Source: an optimization exercise on an open RTL-to-GDS flow (aim: small area and a short achievable clock period). Production flows keep margins and buffers that such runs may drop.
In this exercise RTL edits were held to simulation tests only and were not proved equivalent to the original.
Power and IR drop assume default switching activity.

## design/flow/run.sh

```bash
#!/bin/bash
# synth_recipe.tcl (not shown) runs the flow's synth.tcl, then flattens the netlist and writes it again
# the make line also repeats each setting of config.mk as NAME=value (left out here)
make -C /OpenROAD-flow-scripts/flow DESIGN_CONFIG=/design/flow/config.mk WORK_HOME=/design/flow/orfs CLKGATE_MAP_FILE= SYNTH_SCRIPT=/design/flow/synth_recipe.tcl finish
```

## design/flow/config.mk

```make
export PLATFORM = sky130hd
export DESIGN_NAME = riscv_cpu
export DESIGN_NICKNAME = riscv_cpu
export VERILOG_FILES = /design/flow/design.v
export SDC_FILE = /design/flow/constraint.sdc
export NUM_CORES = 4
export LEC_CHECK = 0
export CAP_MARGIN = 20
export CORE_MARGIN = 4
export CORE_UTILIZATION = 35
export CTS_CLUSTER_SIZE = 30
export PLACE_DENSITY = 0.45
export SETUP_SLACK_MARGIN = 3.0
export SLEW_MARGIN = 20
export SYNTH_HIERARCHICAL = 1
export SYNTH_MINIMUM_KEEP_SIZE = 0
```

## design/flow/constraint.sdc

```tcl
create_clock -name core_clock -period 11.5 [get_ports {clk_i}]
set_input_delay 2.3000 -clock core_clock [delete_from_list [all_inputs] [get_ports {clk_i}]]
set_output_delay 2.3000 -clock core_clock [all_outputs]
set_load 0.01 [all_outputs]
```

## design/flow/design.v

```verilog
package riscv_pkg;
  localparam LOAD_OPCODE     = 5'b00_000;
  localparam MISC_MEM_OPCODE = 5'b00_011;
  localparam OP_IMM_OPCODE   = 5'b00_100;
  localparam AUIPC_OPCODE    = 5'b00_101;
  localparam STORE_OPCODE    = 5'b01_000;
  localparam OP_OPCODE       = 5'b01_100;
  localparam LUI_OPCODE      = 5'b01_101;
  localparam BRANCH_OPCODE   = 5'b11_000;
  localparam JALR_OPCODE     = 5'b11_001;
  localparam JAL_OPCODE      = 5'b11_011;
  localparam SYSTEM_OPCODE   = 5'b11_100;
  localparam MIE_ADDR        = 12'h304;
  localparam MTVEC_ADDR      = 12'h305;
  localparam MSCRATCH_ADDR   = 12'h340;
  localparam MEPC_ADDR       = 12'h341;
  localparam MCAUSE_ADDR     = 12'h342;
  localparam MRET_FIELD      = 12'h302;
  localparam IRQ_CAUSE       = 32'h10000010;
  localparam ILL_CAUSE       = 32'h00000002;
endpackage
module addr_add(
  input  logic [31:0] a_i,
  input  logic [11:0] imm_i,
  output logic [31:0] s_o
);
  assign s_o = a_i + {{20{imm_i[11]}}, imm_i};
endmodule
module alu_add(
  input  logic [31:0] a_i,
  input  logic [31:0] b_i,
  input  logic        sub_i,
  output logic [31:0] s_o,
  output logic        c_o
);
  assign {c_o, s_o} = {1'b0, a_i} + {1'b0, b_i ^ {32{sub_i}}} + {32'b0, sub_i};
endmodule
import riscv_pkg::*;
module riscv_core(
  input  logic        clk_i,
  input  logic        rst_i,
  output logic [31:0] instr_addr_o,
  input  logic [31:0] instr_i,
  output logic        mem_req_o,
  output logic        mem_we_o,
  output logic [ 3:0] mem_be_o,
  output logic [31:0] mem_addr_o,
  output logic [31:0] mem_wd_o,
  input  logic [31:0] mem_rd_i,
  input  logic        mem_ready_i,
  input  logic        irq_req_i,
  output logic        irq_ret_o
);
  logic [4:0] opc;
  logic [2:0] f3;
  logic [6:0] f7;
  logic       q;
  logic       load, fence, opimm, auipc, store, op, lui, branch, jalr, jal, mret, csr;
  logic       illegal, gpr_we;
  assign opc = instr_i[6:2];
  assign f3  = instr_i[14:12];
  assign f7  = instr_i[31:25];
  assign q   = (instr_i[1:0] == 2'b11);
  assign load   = q & (opc == LOAD_OPCODE) & (f3 != 3'd3) & (f3 != 3'd6) & (f3 != 3'd7);
  assign fence  = q & (opc == MISC_MEM_OPCODE) & (f3 == 3'd0);
  assign opimm  = q & (opc == OP_IMM_OPCODE) &
                  ((f3 == 3'd1) ? (f7 == 7'h00) :
                   (f3 == 3'd5) ? ((f7 == 7'h00) | (f7 == 7'h20)) : 1'b1);
  assign auipc  = q & (opc == AUIPC_OPCODE);
  assign store  = q & (opc == STORE_OPCODE) & (f3[2] == 1'b0) & (f3[1:0] != 2'b11);
  assign op     = q & (opc == OP_OPCODE) &
                  ((f7 == 7'h00) | ((f7 == 7'h20) & ((f3 == 3'd0) | (f3 == 3'd5))));
  assign lui    = q & (opc == LUI_OPCODE);
  assign branch = q & (opc == BRANCH_OPCODE) & (f3 != 3'd2) & (f3 != 3'd3);
  assign jalr   = q & (opc == JALR_OPCODE) & (f3 == 3'd0);
  assign jal    = q & (opc == JAL_OPCODE);
  assign mret   = q & (opc == SYSTEM_OPCODE) & (f3 == 3'd0) & (instr_i[31:20] == MRET_FIELD);
  assign csr    = q & (opc == SYSTEM_OPCODE) & (f3 != 3'd0) & (f3 != 3'd4);
  assign illegal = ~(load | fence | opimm | auipc | store | op | lui |
                     branch | jalr | jal | mret | csr);
  assign gpr_we  = load | opimm | auipc | op | lui | jalr | jal | csr;
  logic irq_q1, irq_q2, irq, trap;
  logic [31:0] mie, mtvec, mscratch, mepc, mcause;
  assign irq_ret_o = mret & ~irq_q1;
  assign irq       = irq_req_i & mie[0] & ~(illegal | irq_q1 | irq_q2);
  assign trap      = irq | illegal;
  always_ff @(posedge clk_i) begin
    if (rst_i) begin
      irq_q1 <= 1'b0;
      irq_q2 <= 1'b0;
    end else begin
      irq_q1 <= ~mret & (illegal | irq_q1);
      irq_q2 <= ~irq_ret_o & (irq_q2 | irq);
    end
  end
  logic [31:0] rf_mem [1:31];
  logic [31:0] rs1, rs2, wb_data;
  logic        stall, stall_reg, rf_we;
  assign rf_we = gpr_we & ~(stall | trap);
  always_ff @(posedge clk_i) begin
    for (int i = 1; i < 32; i++)
      if (rf_we && instr_i[11:7] == i[4:0])
        rf_mem[i] <= wb_data;
  end
  always_comb begin
    rs1 = '0;
    rs2 = '0;
    for (int i = 1; i < 32; i++) begin
      rs1 = rs1 | ({32{instr_i[19:15] == i[4:0]}} & rf_mem[i]);
      rs2 = rs2 | ({32{instr_i[24:20] == i[4:0]}} & rf_mem[i]);
    end
  end
  logic [31:0] imm_i, imm_s, imm_u, imm_b, imm_j, imm_ls;
  assign imm_i  = {{20{instr_i[31]}}, instr_i[31:20]};
  assign imm_s  = {{20{instr_i[31]}}, instr_i[31:25], instr_i[11:7]};
  assign imm_u  = {instr_i[31:12], 12'b0};
  assign imm_b  = {{19{instr_i[31]}}, instr_i[31], instr_i[7], instr_i[30:25], instr_i[11:8], 1'b0};
  assign imm_j  = {{11{instr_i[31]}}, instr_i[31], instr_i[19:12], instr_i[20], instr_i[30:21], 1'b0};
  assign imm_ls = (instr_i[5] & ~instr_i[6]) ? imm_s : imm_i;
  logic [31:0] addr;
  addr_add addr_adder(.a_i(rs1), .imm_i(imm_ls[11:0]), .s_o(addr));
  logic [31:0] alu_b, sum, alu_res, a_rev, sh_in, sh_out, sh_rev, shifted;
  logic        sub, cout, lt, ltu, eq, flag, left;
  assign alu_b = instr_i[5] ? rs2 : imm_i;
  assign sub   = instr_i[6] | (f3 != 3'd0) | (instr_i[5] & instr_i[30]);
  alu_add alu_adder(.a_i(rs1), .b_i(alu_b), .sub_i(sub), .s_o(sum), .c_o(cout));
  assign ltu = ~cout;
  assign lt  = (rs1[31] ^ alu_b[31]) ? rs1[31] : sum[31];
  assign eq  = (rs1 == rs2);
  always_comb begin
    for (int i = 0; i < 32; i++) a_rev[i] = rs1[31 - i];
  end
  assign left   = ~f3[2];
  assign sh_in  = left ? a_rev : rs1;
  assign sh_out = 32'($signed({instr_i[30] & f3[2] & rs1[31], sh_in}) >>> alu_b[4:0]);
  always_comb begin
    for (int i = 0; i < 32; i++) sh_rev[i] = sh_out[31 - i];
  end
  assign shifted = left ? sh_rev : sh_out;
  always_comb begin
    case (f3)
      3'd0:    alu_res = sum;
      3'd2:    alu_res = {31'b0, lt};
      3'd3:    alu_res = {31'b0, ltu};
      3'd4:    alu_res = rs1 ^ alu_b;
      3'd6:    alu_res = rs1 | alu_b;
      3'd7:    alu_res = rs1 & alu_b;
      default: alu_res = shifted;
    endcase
  end
  always_comb begin
    case (f3)
      3'd0:    flag = eq;
      3'd1:    flag = ~eq;
      3'd4:    flag = lt;
      3'd5:    flag = ~lt;
      3'd6:    flag = ltu;
      default: flag = ~ltu;
    endcase
  end
  logic [31:0] csr_rd, csr_src, csr_wd;
  logic        a_mie, a_mtvec, a_mscratch, a_mepc, a_mcause;
  assign a_mie      = (instr_i[31:20] == MIE_ADDR);
  assign a_mtvec    = (instr_i[31:20] == MTVEC_ADDR);
  assign a_mscratch = (instr_i[31:20] == MSCRATCH_ADDR);
  assign a_mepc     = (instr_i[31:20] == MEPC_ADDR);
  assign a_mcause   = (instr_i[31:20] == MCAUSE_ADDR);
  assign csr_rd = ({32{a_mie}}      & mie)      |
                  ({32{a_mtvec}}    & mtvec)    |
                  ({32{a_mscratch}} & mscratch) |
                  ({32{a_mepc}}     & mepc)     |
                  ({32{a_mcause}}   & mcause);
  assign csr_src = f3[2] ? {27'b0, instr_i[19:15]} : rs1;
  always_comb begin
    case (f3[1:0])
      2'b01:   csr_wd = csr_src;
      2'b10:   csr_wd = csr_src | csr_rd;
      2'b11:   csr_wd = ~csr_src & csr_rd;
      default: csr_wd = '0;
    endcase
  end
  always_ff @(posedge clk_i) begin
    if (rst_i)                 mie <= '0;
    else if (csr & a_mie)      mie <= csr_wd;
  end
  always_ff @(posedge clk_i) begin
    if (rst_i)                 mtvec <= '0;
    else if (csr & a_mtvec)    mtvec <= csr_wd;
  end
  always_ff @(posedge clk_i) begin
    if (rst_i)                    mscratch <= '0;
    else if (csr & a_mscratch)    mscratch <= csr_wd;
  end
  always_ff @(posedge clk_i) begin
    if (rst_i)                 mepc <= '0;
    else if (trap)             mepc <= pc;
    else if (csr & a_mepc)     mepc <= csr_wd;
  end
  always_ff @(posedge clk_i) begin
    if (rst_i)                 mcause <= '0;
    else if (trap)             mcause <= illegal ? ILL_CAUSE : IRQ_CAUSE;
    else if (csr & a_mcause)   mcause <= csr_wd;
  end
  logic [31:0] pc, pc4, pc_tgt, pc_next;
  assign pc4    = pc + 32'd4;
  assign pc_tgt = pc + (instr_i[3] ? imm_j : imm_b);
  always_comb begin
    if (mret)                       pc_next = mepc;
    else if (trap)                  pc_next = mtvec;
    else if (jalr)                  pc_next = {addr[31:1], 1'b0};
    else if (jal | (branch & flag)) pc_next = pc_tgt;
    else                            pc_next = pc4;
  end
  always_ff @(posedge clk_i) begin
    if (rst_i)       pc <= '0;
    else if (!stall) pc <= pc_next;
  end
  assign instr_addr_o = pc;
  logic [ 7:0] rbyte;
  logic [15:0] rhalf;
  logic [31:0] load_data;
  assign mem_req_o  = (load | store) & ~trap;
  assign mem_we_o   = store & ~trap;
  assign mem_addr_o = addr;
  assign stall = ~(stall_reg & mem_ready_i) & mem_req_o;
  always_ff @(posedge clk_i) begin
    if (rst_i) stall_reg <= 1'b0;
    else       stall_reg <= stall;
  end
  always_comb begin
    case (f3)
      3'd0:    mem_wd_o = {4{rs2[7:0]}};
      3'd1:    mem_wd_o = {2{rs2[15:0]}};
      default: mem_wd_o = rs2;
    endcase
  end
  always_comb begin
    case (f3)
      3'd0:    mem_be_o = 4'b0001 << addr[1:0];
      3'd1:    mem_be_o = addr[1] ? 4'b1100 : 4'b0011;
      default: mem_be_o = 4'b1111;
    endcase
  end
  assign rhalf = addr[1] ? mem_rd_i[31:16] : mem_rd_i[15:0];
  assign rbyte = addr[0] ? rhalf[15:8] : rhalf[7:0];
  always_comb begin
    if (f3[1])      load_data = mem_rd_i;
    else if (f3[0]) load_data = {{16{rhalf[15] & ~f3[2]}}, rhalf};
    else            load_data = {{24{rbyte[7] & ~f3[2]}}, rbyte};
  end
  always_comb begin
    if (load)              wb_data = load_data;
    else if (csr)          wb_data = csr_rd;
    else if (lui)          wb_data = imm_u;
    else if (auipc)        wb_data = pc + imm_u;
    else if (jal | jalr)   wb_data = pc4;
    else                   wb_data = alu_res;
  end
endmodule
module riscv_cpu(
  input  logic        clk_i,
  input  logic        rst_i,
  output logic [31:0] instr_addr_o,
  input  logic [31:0] instr_i,
  output logic        mem_req_o,
  output logic        mem_we_o,
  output logic [ 3:0] mem_be_o,
  output logic [31:0] mem_addr_o,
  output logic [31:0] mem_wd_o,
  input  logic [31:0] mem_rd_i,
  input  logic        mem_ready_i,
  input  logic        irq_req_i,
  output logic        irq_ret_o
);
  riscv_core core(
    .clk_i        (clk_i),
    .rst_i        (rst_i),
    .instr_addr_o (instr_addr_o),
    .instr_i      (instr_i),
    .mem_req_o    (mem_req_o),
    .mem_we_o     (mem_we_o),
    .mem_be_o     (mem_be_o),
    .mem_addr_o   (mem_addr_o),
    .mem_wd_o     (mem_wd_o),
    .mem_rd_i     (mem_rd_i),
    .mem_ready_i  (mem_ready_i),
    .irq_req_i    (irq_req_i),
    .irq_ret_o    (irq_ret_o)
  );
endmodule
```

==> results by group, run 1 <==
Run status
  • Status: failed layout checks
  • SO Faults: max-capacitance violations, max-slew violations

Critical path
  • CP delay by family, top: simple AND/OR/NAND/NOR gates
  • Critical path, cell by cell: buf_16 > buf_4 > or2_4 > nor2_4 > buf_4 > a22oi_1 > nand4_1 > or4_4 > ha_4 > fa_2 > a21o_1 > a31o_4 > nand4_1 > a21oi_4 > nand3_2 > a311oi_2 > xor2_1 > buf_4 > buf_6
  • Critical-path maximum fanout: 10
  • Crit path buffers/inverters: 5
  • Crit path largest cell delay: 580 ps
  • Setup CP Type: in2out
  • CP Launch Type: input pin
  • WP data required: 9200 ps
  • CP max-delay cell: nor2_4
  • Arrival @ worst endpoint: 6500 ps
  • Setup crit end kind: output pin
  • Crit path top cell by count: buf_4

Routing
  • Remaining DRCs: 0
  • DR vias: approximately 72000
  • Post-DR wirelength/cell: 47.0 um
  • Via density per instance: a little over 7
  • First drt pass iteration count: 8
  • Iter 0 DRT Violations: 12200
  • WL final: 465000 um
  • Antenna-violating nets left: 0

Clocking
  • Clock transition at path regs: approximately 60 ps
  • CTS buffer count: 140
  • CTS Root Cell: clkbuf_16
  • Clock buffer depth: 3
  • H-tree Lvls: 4
  • CTS tree: yes
  • Clk sinks: 1187
  • Hold-fix buffers, CTS: 0
  • Skew-Pair Late Insertion Delay: slightly below 900 ps

Finish
  • Biggest register: core.rf_mem
  • Final nets: 7429
  • Filler cells: 18400
  • Max reg flops: 992
  • Area delta synth->final: 27.7%
  • Share of cells above drive strength 1: 22.0%

Synthesis
  • Synth unique cells: 113
  • Synth Instances: 6652
  • Area fraction of the dominant cell type after synthesis: 43.5%
  • Yosys warns: 8
  • Synth async-reset ratio: 0%
  • Cell with the most instances after synthesis: edfxtp_1
  • Sequential area share after synthesis: 49.2%
  • Synth area leader: edfxtp_1
  • Synthesized Nets: between 6000 and 7000
  • Post-synth top cells: edfxtp_1 (992), a22oi_1 (578), and3_1 (545)
  • Synth top area cells: edfxtp_1 (44%), a22oi_1 (6.3%), dfxtp_1 (5.7%), and3_1 (5.0%), ha_1 (3.3%)
  • Post-synth EDFFs: 992
  • Mapped cell area: just under 70000 um^2
  • Top_reg_cell synth: edfxtp_1
  • FF+latch count, synth: 1187
  • Post-Syn Area per Cell: 10.3 um^2

Worst hold path
  • Worst hold path class: reg2reg

Floorplan
  • Die Wd: 450 um
  • Rows: 162
  • Chip height: 450 um
  • Initial Util: 35.2%
  • Boundary pin count: 171
  • Core Area: 195000 um^2
  • Die footprint: 203000 um^2

Global routing
  • Global-route wire length before repair: 603000 um
  • All-Layer GR Usage: 43.7%
  • Initial antenna violation count: 39
  • Total gr overflow: 0
  • Number of global-route vias before repair: 65700
  • Largest net degree at the start of global routing: 80

STA
  • RSZ-0062 raised after global routing: yes
  • Final worst-path cycle share: approximately three quarters
  • Post-Route Skew: 50.0 ps
  • Max Slew Vio Count: 6
  • Worst-Margin Slew: 1680 ps
  • Min Tclk post-route: 8800 ps
  • Rel. slew slack: -12.2%
  • Setup TNS: 0 ps
  • Hold Fails Final Rpt: 0
  • Final setup viols: 0
  • Final Hold Slack: 462 ps
  • Max Clk Rate: 114 MHz

Pwr
  • Power per cell area: approximately 150 nW/um^2
  • Leak pwr: 0.0321 uW
  • Maximum vdd drop: 0.154 mV

Place
  • GPL Wtd Cong: ~1.0
  • Detail Placement HPWL: between 200000 and 300000 um
  • Port-buffer cells: 170

Flow run
  • Max-cap check violation count: 2
==> placed cells by master, fill, tap and decap left out, drive strengths merged, types with 176 or more instances in the layout <==
cell | netlist | layout
a21oi | 382 | 382
edfxtp | 992 | 992
and3 | 547 | 548
clkbuf | 373 | 176
ha | 179 | 179
nor2 | 525 | 527
dfxtp | 195 | 195
a22oi | 580 | 580
nand3 | 218 | 218
nand2 | 458 | 458
buf | 184 | 789
o21ai | 240 | 240
==> per-layer routing <==
layer / share of wire [%] / global-route usage (%)
met1: 34 / 50.4
met2: 41 / 63.0
met4: 11 / 37.8
met3: 14 / 17.1
met5: 0.057 / 0.402
==> worst register-to-register path: cells and delay by family, from the launching register on <==
kind                       cells  cell delay [ps]
adders and majority gates      1              410
and+or+nand+nor                8             2050
buffers and inverters          2              490
AOI/OAI and AO/OA              9             2100
xor gates and xnor gates       3              570
muxes                          2              300
DFF                            1              580
==> where the power goes <==
part,internal [uW],switching [uW]
sequential,4870,9.04
clock,2590,1990
combinational,1170,2350
total,8630,4340
==> through the flow <==
step	util, %	setup slack, ps	cells	cell area, um^2	power [uW]
6_report	44.9	2700	9885	87400	13000
3_5_place_dp	38.8	861	9218	75500	7830
4_1_cts	43.9	2710	9746	85400	12700
2_1_floorplan	-	3050	6652	68400	6370
3_3_place_gp	38.8	943	9214	75400	7840
5_1_grt	44.8	2670	9831	87200	13200
==> Yosys stat by module, one instance, submodules excluded, excerpt <==
module	cell area, um^2	copies in the design
alu_add	2100	1
riscv_core	64600	1
addr_add	1740	1
==> cells by family after synthesis <==
logic type | after synthesis | synth area share [%]
fa+ha+maj | 183 | 3.39
xor+xnor | 187 | 2.39
compound gates | 1994 | 20.6
mux | 177 | 3.28
simple gates | 2246 | 16.9
buf+inv | 678 | 4.16
flops | 1187 | 49.2
==> final timing paths <==
kind | depth (start not counted) | slack [ps] | end | startpoint
max | 19 | 2700 | mem_addr_o[18] | instr_i[16]
min | 2 | 460 | core.pc[20] | core.pc[20]
max reg2reg | 25 | 4930 | core.pc[27] | core.rf_mem[26][16]
min reg2reg | 2 | 460 | core.pc[20] | core.pc[20]
==> layout make-up <==
class                           instances  area [um^2]  area share, %
Sequential cell                      1187        33700           38.6
Inverter                              121          459          0.526
Tap cell                             2542         3180           3.64
Multi-Input combinational cell       4797        35600           40.8
Clock buffer                          171         3700           4.24
Antenna cell                           56          140          0.160
Clock inverter                         80          926           1.06
Timing Repair Buffer                  931         9610           11.0
==> what timing repair did <==
action,4_1_cts,5_1_grt
endpoints found under the hold margin,0,0
cloned,19,6
endpoints found under the setup margin,1465,441
pin swaps,164,148
resized for setup,583,215
buffers inserted,258,75
==> run 2, diff against run 1 <==
--- a/design/flow/design.v
+++ b/design/flow/design.v
@@ -179,31 +179,28 @@
       default: csr_wd = '0;
     endcase
   end
-  always_ff @(posedge clk_i) begin
-    if (rst_i)                 mie <= '0;
-    else if (csr & a_mie)      mie <= csr_wd;
-  end
-  always_ff @(posedge clk_i) begin
-    if (rst_i)                 mtvec <= '0;
-    else if (csr & a_mtvec)    mtvec <= csr_wd;
-  end
-  always_ff @(posedge clk_i) begin
-    if (rst_i)                    mscratch <= '0;
-    else if (csr & a_mscratch)    mscratch <= csr_wd;
-  end
-  always_ff @(posedge clk_i) begin
-    if (rst_i)                 mepc <= '0;
-    else if (trap)             mepc <= pc;
-    else if (csr & a_mepc)     mepc <= csr_wd;
-  end
-  always_ff @(posedge clk_i) begin
-    if (rst_i)                 mcause <= '0;
-    else if (trap)             mcause <= illegal ? ILL_CAUSE : IRQ_CAUSE;
-    else if (csr & a_mcause)   mcause <= csr_wd;
+  logic [31:0] csr_d, mepc_d, mcause_d;
+  assign csr_d    = rst_i ? '0 : csr_wd;
+  assign mepc_d   = rst_i ? '0 : trap ? pc : csr_wd;
+  assign mcause_d = rst_i ? '0 : trap ? (illegal ? ILL_CAUSE : IRQ_CAUSE) : csr_wd;
+  always_ff @(posedge clk_i) begin
+    if (rst_i | (csr & a_mie))               mie      <= csr_d;
+  end
+  always_ff @(posedge clk_i) begin
+    if (rst_i | (csr & a_mtvec))             mtvec    <= csr_d;
+  end
+  always_ff @(posedge clk_i) begin
+    if (rst_i | (csr & a_mscratch))          mscratch <= csr_d;
+  end
+  always_ff @(posedge clk_i) begin
+    if (rst_i | trap | (csr & a_mepc))       mepc     <= mepc_d;
+  end
+  always_ff @(posedge clk_i) begin
+    if (rst_i | trap | (csr & a_mcause))     mcause   <= mcause_d;
   end
   logic [31:0] pc, pc4, pc_tgt, pc_next;
   assign pc4    = pc + 32'd4;
-  assign pc_tgt = pc + (instr_i[3] ? imm_j : imm_b);
+  assign pc_tgt = pc + (~instr_i[6] ? imm_u : instr_i[3] ? imm_j : imm_b);
   always_comb begin
     if (mret)                       pc_next = mepc;
     else if (trap)                  pc_next = mtvec;
@@ -212,8 +209,7 @@
     else                            pc_next = pc4;
   end
   always_ff @(posedge clk_i) begin
-    if (rst_i)       pc <= '0;
-    else if (!stall) pc <= pc_next;
+    if (rst_i | ~stall) pc <= rst_i ? '0 : pc_next;
   end
   assign instr_addr_o = pc;
   logic [ 7:0] rbyte;
@@ -252,7 +248,7 @@
     if (load)              wb_data = load_data;
     else if (csr)          wb_data = csr_rd;
     else if (lui)          wb_data = imm_u;
-    else if (auipc)        wb_data = pc + imm_u;
+    else if (auipc)        wb_data = pc_tgt;
     else if (jal | jalr)   wb_data = pc4;
     else                   wb_data = alu_res;
   end
--- a/design/flow/config.mk
+++ b/design/flow/config.mk
@@ -8,9 +8,9 @@
 export CAP_MARGIN = 20
 export CORE_MARGIN = 4
 export CORE_UTILIZATION = 35
-export CTS_CLUSTER_SIZE = 30
 export PLACE_DENSITY = 0.45
-export SETUP_SLACK_MARGIN = 3.0
+export SETUP_SLACK_MARGIN = 2.6
 export SLEW_MARGIN = 20
 export SYNTH_HIERARCHICAL = 1
 export SYNTH_MINIMUM_KEEP_SIZE = 0
+export TNS_END_PERCENT = 5
==> results by group, run 2 <==
Critical path
  • Crit path largest cell delay: 480 ps (-100 ps)
  • Crit path top cell by count: buf_4
  • Setup crit end kind: flip-flop
  • Arrival @ worst endpoint: 9810 ps (+3310 ps)
  • Critical-path maximum fanout: 30 (+20)
  • WP data required: 12070 ps (+2870 ps)
  • CP max-delay cell: dlymetal6s2s_1
  • CP Launch Type: input pin
  • Setup CP Type: in2reg

Clocking
  • CTS Root Cell: clkbuf_16
  • H-tree Lvls: 4 (unchanged)
  • Clock transition at path regs: 60 ps (about the same)
  • CTS tree: yes
  • Clock buffer depth: 3 (unchanged)
  • CTS buffer count: 135 (-3.6%)
  • Skew-Pair Late Insertion Delay: 870 ps (about the same)
  • Clk sinks: 1187 (unchanged)

STA
  • Final setup viols: 0 (unchanged)
  • Final worst-path cycle share: 80.4% (+3.9 points)
  • Max Clk Rate: 108 MHz (-4.8%)
  • Post-Route Skew: 57.4 ps (+7.42 ps)
  • RSZ-0062 raised after global routing: yes
  • Min Tclk post-route: 9240 ps (+448 ps)
  • Rel. slew slack: 10.3% (+23 points)
  • Setup TNS: 0 ps (unchanged)
  • Max Slew Vio Count: 0 (-6)
  • Hold Fails Final Rpt: 0 (unchanged)
  • Worst-Margin Slew: 1340 ps (-341 ps)

Synthesis
  • Synth async-reset ratio: 0% (unchanged)
  • Post-Syn Area per Cell: 11.1 um^2 (+8.0%)
  • Mapped cell area: 66300 um^2 (-3.0%)
  • Synthesized Nets: 6205 (-10%)
  • Synth unique cells: 105 (-7.1%)
  • Synth area leader: edfxtp_1
  • Sequential area share after synthesis: 53.7% (+4.4 points)
  • Synth Instances: 5974 (-10%)
  • FF+latch count, synth: 1187 (unchanged)
  • Area fraction of the dominant cell type after synthesis: 53.6% (+10 points)
  • Top_reg_cell synth: edfxtp_1
  • Synth top area cells: edfxtp_1 (54%), a22oi_1 (7.1%), and3_1 (4.1%), ha_1 (3.0%), nor2_1 (2.2%)
  • Cell with the most instances after synthesis: edfxtp_1
  • Post-synth EDFFs: 1184 (+19%)
  • Post-synth top cells: edfxtp_1 (1184), a22oi_1 (625), and3_1 (439)
  • Yosys warns: 8 (unchanged)

Pwr
  • Leak pwr: 0.0308 uW (-4.1%)
  • Maximum vdd drop: 0.126 mV (-18%)
  • Pwr Total: 12900 uW (-0.44%)
  • Power per cell area: 156 nW/um^2 (+5.4%)

Place
  • GPL Wtd Cong: 1.04 (-0.39%)
  • Port-buffer cells: 170 (unchanged)
  • Detail Placement HPWL: 301000 um (+1.1%)

Finish
  • Area delta synth->final: 24.4%
  • Most frequent cells in the layout: edfxtp_1 (1184), a22oi_1 (622), buf_4 (555), and3_1 (432), nand2_1 (339)
  • Biggest register: core.rf_mem
  • Filler cells: 17700 (-3.4%)
  • Max reg flops: 992 (unchanged)
  • Commonest non-fill, non-tap cell in the layout: edfxtp_1
  • Share of cells above drive strength 1: 20.4% (-1.6 points)
  • Final nets: 6703 (-9.8%)

Floorplan
  • Chip height: 443 um (-1.5%)
  • Initial Util: 35.3% (+0.091 points)
  • Core Area: 188000 um^2 (-3.3%)
  • Die Wd: 443 um (-1.5%)
  • Boundary pin count: 171 (unchanged)
  • Die footprint: 197000 um^2 (-3.0%)
  • Rows: 159 (-1.9%)

Routing
  • Antenna-violating nets left: 0 (unchanged)
  • Remaining DRCs: 0 (unchanged)
  • Iter 0 DRT Violations: 12500 (+2.6%)
  • DR vias: 67100 (-6.2%)
  • Post-DR wirelength/cell: 49.3 um (+4.9%)
  • WL final: 451000 um (-3.0%)
  • First drt pass iteration count: 8 (unchanged)
  • Via density per instance: 7.34 (+1.5%)

Global routing
  • Global-route wire length before repair: 582000 um (-3.4%)
  • Number of global-route vias before repair: 61300 (-6.7%)
  • Largest net degree at the start of global routing: 55 (-31%)
  • Initial antenna violation count: 55 (+41%)
  • All-Layer GR Usage: 44.0% (+0.30 points)
  • Total gr overflow: 0 (unchanged)

Run status
  • Status: timing/DRC/antenna clean

Flow run
  • Max-cap check violation count: 0 (-2)

Worst hold path
  • Worst hold path class: reg2reg
-- run 2: cell types whose count changed in the layout (fill, tap and decap cells not counted), moves of 42 or more --
cell      delta
edfxtp_1   +192
and3_1      -86
dfxtp_1    -192
nand2_1    -105
a22oi_1     +56
buf_12      -46
a222oi_1    +42
a21oi_1    -104
nor2_1     -149
a211oi_1    -73
buf_6       -43
-- run 2: layout make-up --
class | count | area [um^2] | area share [%]
diodes | 64 | 160 | 0.194
clock inverters | 79 | 891 | 1.08
clock buffers | 162 | 3520 | 4.27
flip-flops and latches | 1187 | 35600 | 43.1
multi-input cells | 4164 | 30700 | 37.2
repair buffers | 836 | 7990 | 9.68
well taps | 2495 | 3120 | 3.78
inverters | 148 | 559 | 0.678
-- run 2: routing by layer --
metal	share of wire (%)	track usage, %	vias up
li1	-	-	24900
met1	34	52.1	33400
met2	41	63.6	6648
met3	13	16.3	2084
met4	11	36.1	31
met5	0.077	0.317	-
-- run 2: kinds of logic after synthesis --
kind of cell / share of synthesized area (%)
AOI/OAI and AO/OA: 19.8
xor gates and xnor gates: 2.30
adders and majority gates: 3.11
buffers and inverters: 3.78
DFF: 53.7
muxes: 2.76
and+or+nand+nor: 14.6
-- run 2: final timing paths --
kind,endpoint,start,cells after the start,slack (ps)
worst max-delay path,core.pc[31],instr_i[22],36,2260
worst min-delay path,core.irq_q2,core.irq_q2,2,500
worst max register to register,core.pc[31],core.rf_mem[5][15],28,4580
worst min register to register,core.irq_q2,core.irq_q2,2,500
-- run 2: worst max-delay path: cells and delay by family --
family	cells	cell delay (ps)
xor+xnor	2	450
mux	2	400
buf+inv	11	2530
simple gates	11	1880
compound gates	9	1700
fa+ha+maj	1	420
-- run 2: metrics by stage --
step           hold WS [ps]  cell area, um^2  util, %  std cells  setup WS (ps)
3_3_place_gp            481            74000     39.3       8620            292
5_1_grt                 550            82400     43.8       9079           2210
6_report                505            82600     43.9       9135           2260
4_1_cts                 502            82200     43.7       9068           2430
3_5_place_dp            492            74100     39.4       8625            320
2_1_floorplan           464            66400        -       5974           2080
-- run 2: what timing repair did --
action | in CTS | in global routing
setup endpoints to repair | 608 | 324
gates resized for setup | 401 | 48
pin swaps | 100 | 16
gates cloned | 10 | 1
hold buffers | 0 | 0
buffers inserted | 192 | 2
-- run 2: where the power goes --
part           switching, uW  total (uW)  internal (uW)
logic                   2340        3410           1070
registers               40.8        5050           5010
clock network           1930        4450           2520
-- run 2: modules after synthesis, one instance, submodules excluded, a selection --
| module | cells inside | area, um^2 | flops+latches |
|---|---|---|---|
| riscv_core | 5433 | 62500 | 1187 |
| addr_add | 241 | 1740 | 0 |
| alu_add | 300 | 2100 | 0 |
==> run 3, diff against run 2 <==
--- a/design/flow/config.mk
+++ b/design/flow/config.mk
@@ -5,12 +5,12 @@
 export SDC_FILE = /design/flow/constraint.sdc
 export NUM_CORES = 4
 export LEC_CHECK = 0
-export CAP_MARGIN = 20
+export CAP_MARGIN = 40
 export CORE_MARGIN = 4
 export CORE_UTILIZATION = 35
 export PLACE_DENSITY = 0.45
 export SETUP_SLACK_MARGIN = 2.6
-export SLEW_MARGIN = 20
+export SLEW_MARGIN = 40
 export SYNTH_HIERARCHICAL = 1
 export SYNTH_MINIMUM_KEEP_SIZE = 0
 export TNS_END_PERCENT = 5
==> results by group, run 3 <==
STA
  • Final worst-path cycle share: 78.7% (-1.6 points)
  • Final setup viols: 0 (unchanged)
  • Max Clk Rate: 110 MHz (+2.1%)
  • Min Tclk post-route: 9050 ps (-189 ps)
  • Hold Fails Final Rpt: 0 (unchanged)
  • Post-Route Skew: 51.9 ps (-5.47 ps)
  • Rel. slew slack: 37.4% (+27 points)
  • Final Hold Slack: 496 ps (-8.42 ps)
  • Max Slew Vio Count: 0 (unchanged)
  • Worst-Margin Slew: 929 ps (-413 ps)
  • Setup TNS: 0 ps (unchanged)
  • RSZ-0062 raised after global routing: yes

Place
  • Detail Placement HPWL: 304000 um (+0.95%)
  • Port-buffer cells: 170 (unchanged)
  • GPL Wtd Cong: 1.04 (unchanged)
  • Cell Count Post-Placement: 8658 (+0.38%)

Finish
  • Max reg flops: 992 (unchanged)
  • Biggest register: core.rf_mem
  • Share of cells above drive strength 1: 21.5% (+1.1 points)
  • Most frequent cells in the layout: edfxtp_1 (1184), a22oi_1 (619), buf_4 (556), and3_1 (435), nand2_1 (337)
  • Commonest non-fill, non-tap cell in the layout: edfxtp_1
  • Area delta synth->final: 25.8%
  • Non-filler instance count after layout: 9161 (+0.28%)
  • Final nets: 6742 (+0.58%)
  • Util after Layout: 44.3% (+0.49 points)

Critical path
  • CP Launch Type: input pin
  • Setup CP Type: in2reg
  • Crit path top cell by count: buf_4
  • Reg-to-Reg End: core.pc[14]
  • Reg2reg setup slack: 4590 ps (about the same)
  • Crit path largest cell delay: 700 ps (+220 ps)
  • Critical-path maximum fanout: 52 (+73%)
  • WP data required: 12080 ps (about the same)
  • R2r startpoint: core.rf_mem[5][15]
  • Setup crit end kind: flip-flop
  • CP max-delay cell: or4_4
  • Arrival @ worst endpoint: 9630 ps (-180 ps)
  • Worst R2R Path Depth: 27 (-3.6%)

Pwr
  • Reg power frac: 38.8% (-0.3 points)
  • Switching part of the total: 33.0% (-0.37 points)
  • Gate power share: 26.3% (about the same)
  • Clk pwr share: 34.9% (+0.4 points)
  • Internal power: 8730 uW (+1.5%)
  • Pwr Total: 13000 uW (+0.94%)
  • Maximum vdd drop: 0.123 mV (-2.1%)
  • Power per cell area: 156 nW/um^2 (-0.16%)
  • Net Sw Power: 4310 uW (-0.18%)
  • Leak pwr: 0.0313 uW (+1.4%)

Floorplan
  • Die Wd: 443 um (unchanged)
  • Die footprint: 197000 um^2 (unchanged)
  • Core Area: 188000 um^2 (unchanged)
  • Chip height: 443 um (unchanged)
  • Initial Util: 35.3% (unchanged)
  • Boundary pin count: 171 (unchanged)
  • Rows: 159 (unchanged)

Synthesis
  • Synth top area cells: edfxtp_1 (54%), a22oi_1 (7.1%), and3_1 (4.1%), ha_1 (3.0%), nor2_1 (2.2%)
  • Post-synth top cells: edfxtp_1 (1184), a22oi_1 (625), and3_1 (439)
  • Sequential area share after synthesis: 53.7% (unchanged)
  • FF+latch count, synth: 1187 (unchanged)
  • Top_reg_cell synth: edfxtp_1
  • Post-synth EDFFs: 1184 (unchanged)
  • Synth unique cells: 105 (unchanged)
  • Mapped cell area: 66300 um^2 (unchanged)
  • Synth async-reset ratio: 0% (unchanged)
  • Synth area leader: edfxtp_1
  • Area fraction of the dominant cell type after synthesis: 53.6% (unchanged)
  • Synthesized Nets: 6205 (unchanged)
  • Post-Syn Area per Cell: 11.1 um^2 (unchanged)
  • Synth Instances: 5974 (unchanged)
  • Cell with the most instances after synthesis: edfxtp_1
  • Yosys warns: 8 (unchanged)

Routing
  • Remaining DRCs: 0 (unchanged)
  • First drt pass iteration count: 10 (+2)
  • Iter 0 DRT Violations: 12500 (-0.40%)
  • Via density per instance: 7.22 (-1.6%)
  • Post-DR wirelength/cell: 48.5 um (-1.7%)
  • Antenna-violating nets left: 0 (unchanged)
  • DR vias: 66200 (-1.3%)
  • WL final: 444000 um (-1.4%)

Global routing
  • Global-route wire length before repair: 576000 um (-1.1%)
  • Total gr overflow: 0 (unchanged)
  • Number of global-route vias before repair: 61200 (-0.16%)
  • Largest net degree at the start of global routing: 55 (unchanged)
  • Initial antenna violation count: 42 (-24%)
  • All-Layer GR Usage: 43.4% (-0.60 points)

Worst hold path
  • WHS Path Cells: 2 (unchanged)
  • Worst hold path class: reg2reg
  • Hold EP: core.irq_q2
  • Hold path startpoint: core.irq_q2

Clocking
  • Clock buffer depth: 3 (unchanged)
  • H-tree Lvls: 4 (unchanged)
  • Clk sinks: 1187 (unchanged)
  • CTS buffer count: 136 (+0.74%)
  • Skew-Pair Late Insertion Delay: 860 ps (about the same)
  • CTS Root Cell: clkbuf_16
  • CTS tree: yes
  • Clock transition at path regs: 60 ps (about the same)

Run status
  • Status: timing/DRC/antenna clean

Flow run
  • Max-cap check violation count: 0 (unchanged)
[run 3: cell count changes in the layout (fill, tap and decap cells not counted), moves of 6 or more]
cell / change
buf_6: +16
diode_2: -14
buf_8: +13
a2111oi_0: -10
buf_2: +8
xnor2_1: -6
[run 3: kinds of logic (layout without fill, tap and decap cells)]
kind of cell | after synthesis | in the layout | synth area share (%)
AOI/OAI and AO/OA | 1812 | 1812 | 19.8
buffers and inverters | 626 | 1268 | 3.78
adders and majority gates | 163 | 163 | 3.11
muxes | 146 | 146 | 2.76
and+or+nand+nor | 1866 | 1866 | 14.6
other | 0 | 50 | 0
DFF | 1187 | 1187 | 53.7
xor gates and xnor gates | 174 | 174 | 2.30
[run 3: worst max path at each step]
stage / from / to / depth (start not counted)
final: instr_i[20] / core.pc[14] / 32
after global routing: instr_i[19] / mem_addr_o[18] / 16
after CTS: instr_i[15] / mem_addr_o[29] / 18
after detailed placement: instr_i[22] / core.pc[14] / 30
after global placement: instr_i[22] / core.pc[31] / 29
after floorplan: instr_i[24] / core.rf_mem[10][12] / 24
[run 3: cell type report]
class,count,area [um^2]
Fill cell,17700,105000
Sequential cell,1187,35600
Multi-Input combinational cell,4161,31000
Timing Repair Buffer,877,8490
Clock buffer,160,3560
Tap cell,2495,3120
Clock inverter,83,1020
Inverter,148,559
Antenna cell,50,125
[run 3: power by group through the flow]
stage / clock network [uW] / logic [uW] / registers [uW]
after floorplan: 0 / 1440 / 5140
after global placement: 0 / 3020 / 5140
after detailed placement: 0 / 3030 / 5140
after CTS: 4570 / 3220 / 5050
after global routing: 4760 / 3490 / 5050
final: 4560 / 3430 / 5050
[run 3: per-stage QoR]
| stage | cell area, um^2 | worst slack [ps] |
|---|---|---|
| 6_report | 83500 | 2450 |
| 5_1_grt | 83400 | 2480 |
| 4_1_cts | 82200 | 2470 |
| 3_5_place_dp | 74800 | 410 |
| 3_3_place_gp | 74000 | 292 |
| 2_1_floorplan | 66400 | 2080 |
[run 3: per-module statistics from Yosys (local to each module, per instance), a selection]
| module | cells | copies in the design |
|---|---|---|
| riscv_core | 5433 | 1 |
| alu_add | 300 | 1 |
| addr_add | 241 | 1 |
[run 3: critical path, delay by kind of cell]
family | cells | cell delay, ps
AND/OR/NAND/NOR | 13 | 2700
AO/OA/AOI/OAI | 6 | 1540
buffers and inverters | 7 | 1400
multiplexers | 3 | 840
XOR/XNOR | 2 | 330
adder cells (fa/ha/maj) | 1 | 330
[run 3: layer usage]
| metal | up-vias | global-route usage [%] | wire [um] |
|---|---|---|---|
| met3 | 2028 | 14.7 | 57700 |
| met5 | - | 1.05 | 356 |
| met1 | 32900 | 51.3 | 153000 |
| met4 | 20 | 37.0 | 49700 |
| met2 | 6290 | 63.2 | 184000 |
| li1 | 25000 | - | - |
[run 3: what timing repair did]
item | in CTS | in global routing
cloned | 5 | 2
buffers inserted | 149 | 51
resized for setup | 359 | 123
setup endpoints to repair | 579 | 347
pin swaps | 76 | 55
hold buffers | 0 | 0

separate check: timing with driven ports:
The results above use ideal ports. As a check the final layouts listed here were re-extracted and re-timed, cells and wires unchanged. Step 1 (the two cells are an assumption about what drives the block):
set clk [get_ports {clk_i}]
set_driving_cell -lib_cell sky130_fd_sc_hd__clkbuf_16 $clk
set_driving_cell -lib_cell sky130_fd_sc_hd__buf_2 [delete_from_list [all_inputs] $clk]
Step 2 also shifts input and output timing later by t, the mid clock arrival at the registers, as if the neighbouring blocks saw the same clock. Three values: no drivers, after step 1, after step 2; two values: the first two.
| run | shift t [ns] | slack for setup (ns) | worst setup path after step 2 | cell pins on the clock port's net |
|---|---|---|---|---|
| run 1 | 0.940 | 2.705 / 2.431 / 1.908 | input to register | 1 |
| run 2 | 0.930 | 2.257 / 2.320 / 1.390 | input to register | 1 |
| run 3 | 0.916 | 2.446 / 2.372 / 1.588 | input to register | 1 |
For run 2, which loses most, drivers alone change the setup slack by +0.063 ns; drivers and shift together by -0.867 ns.
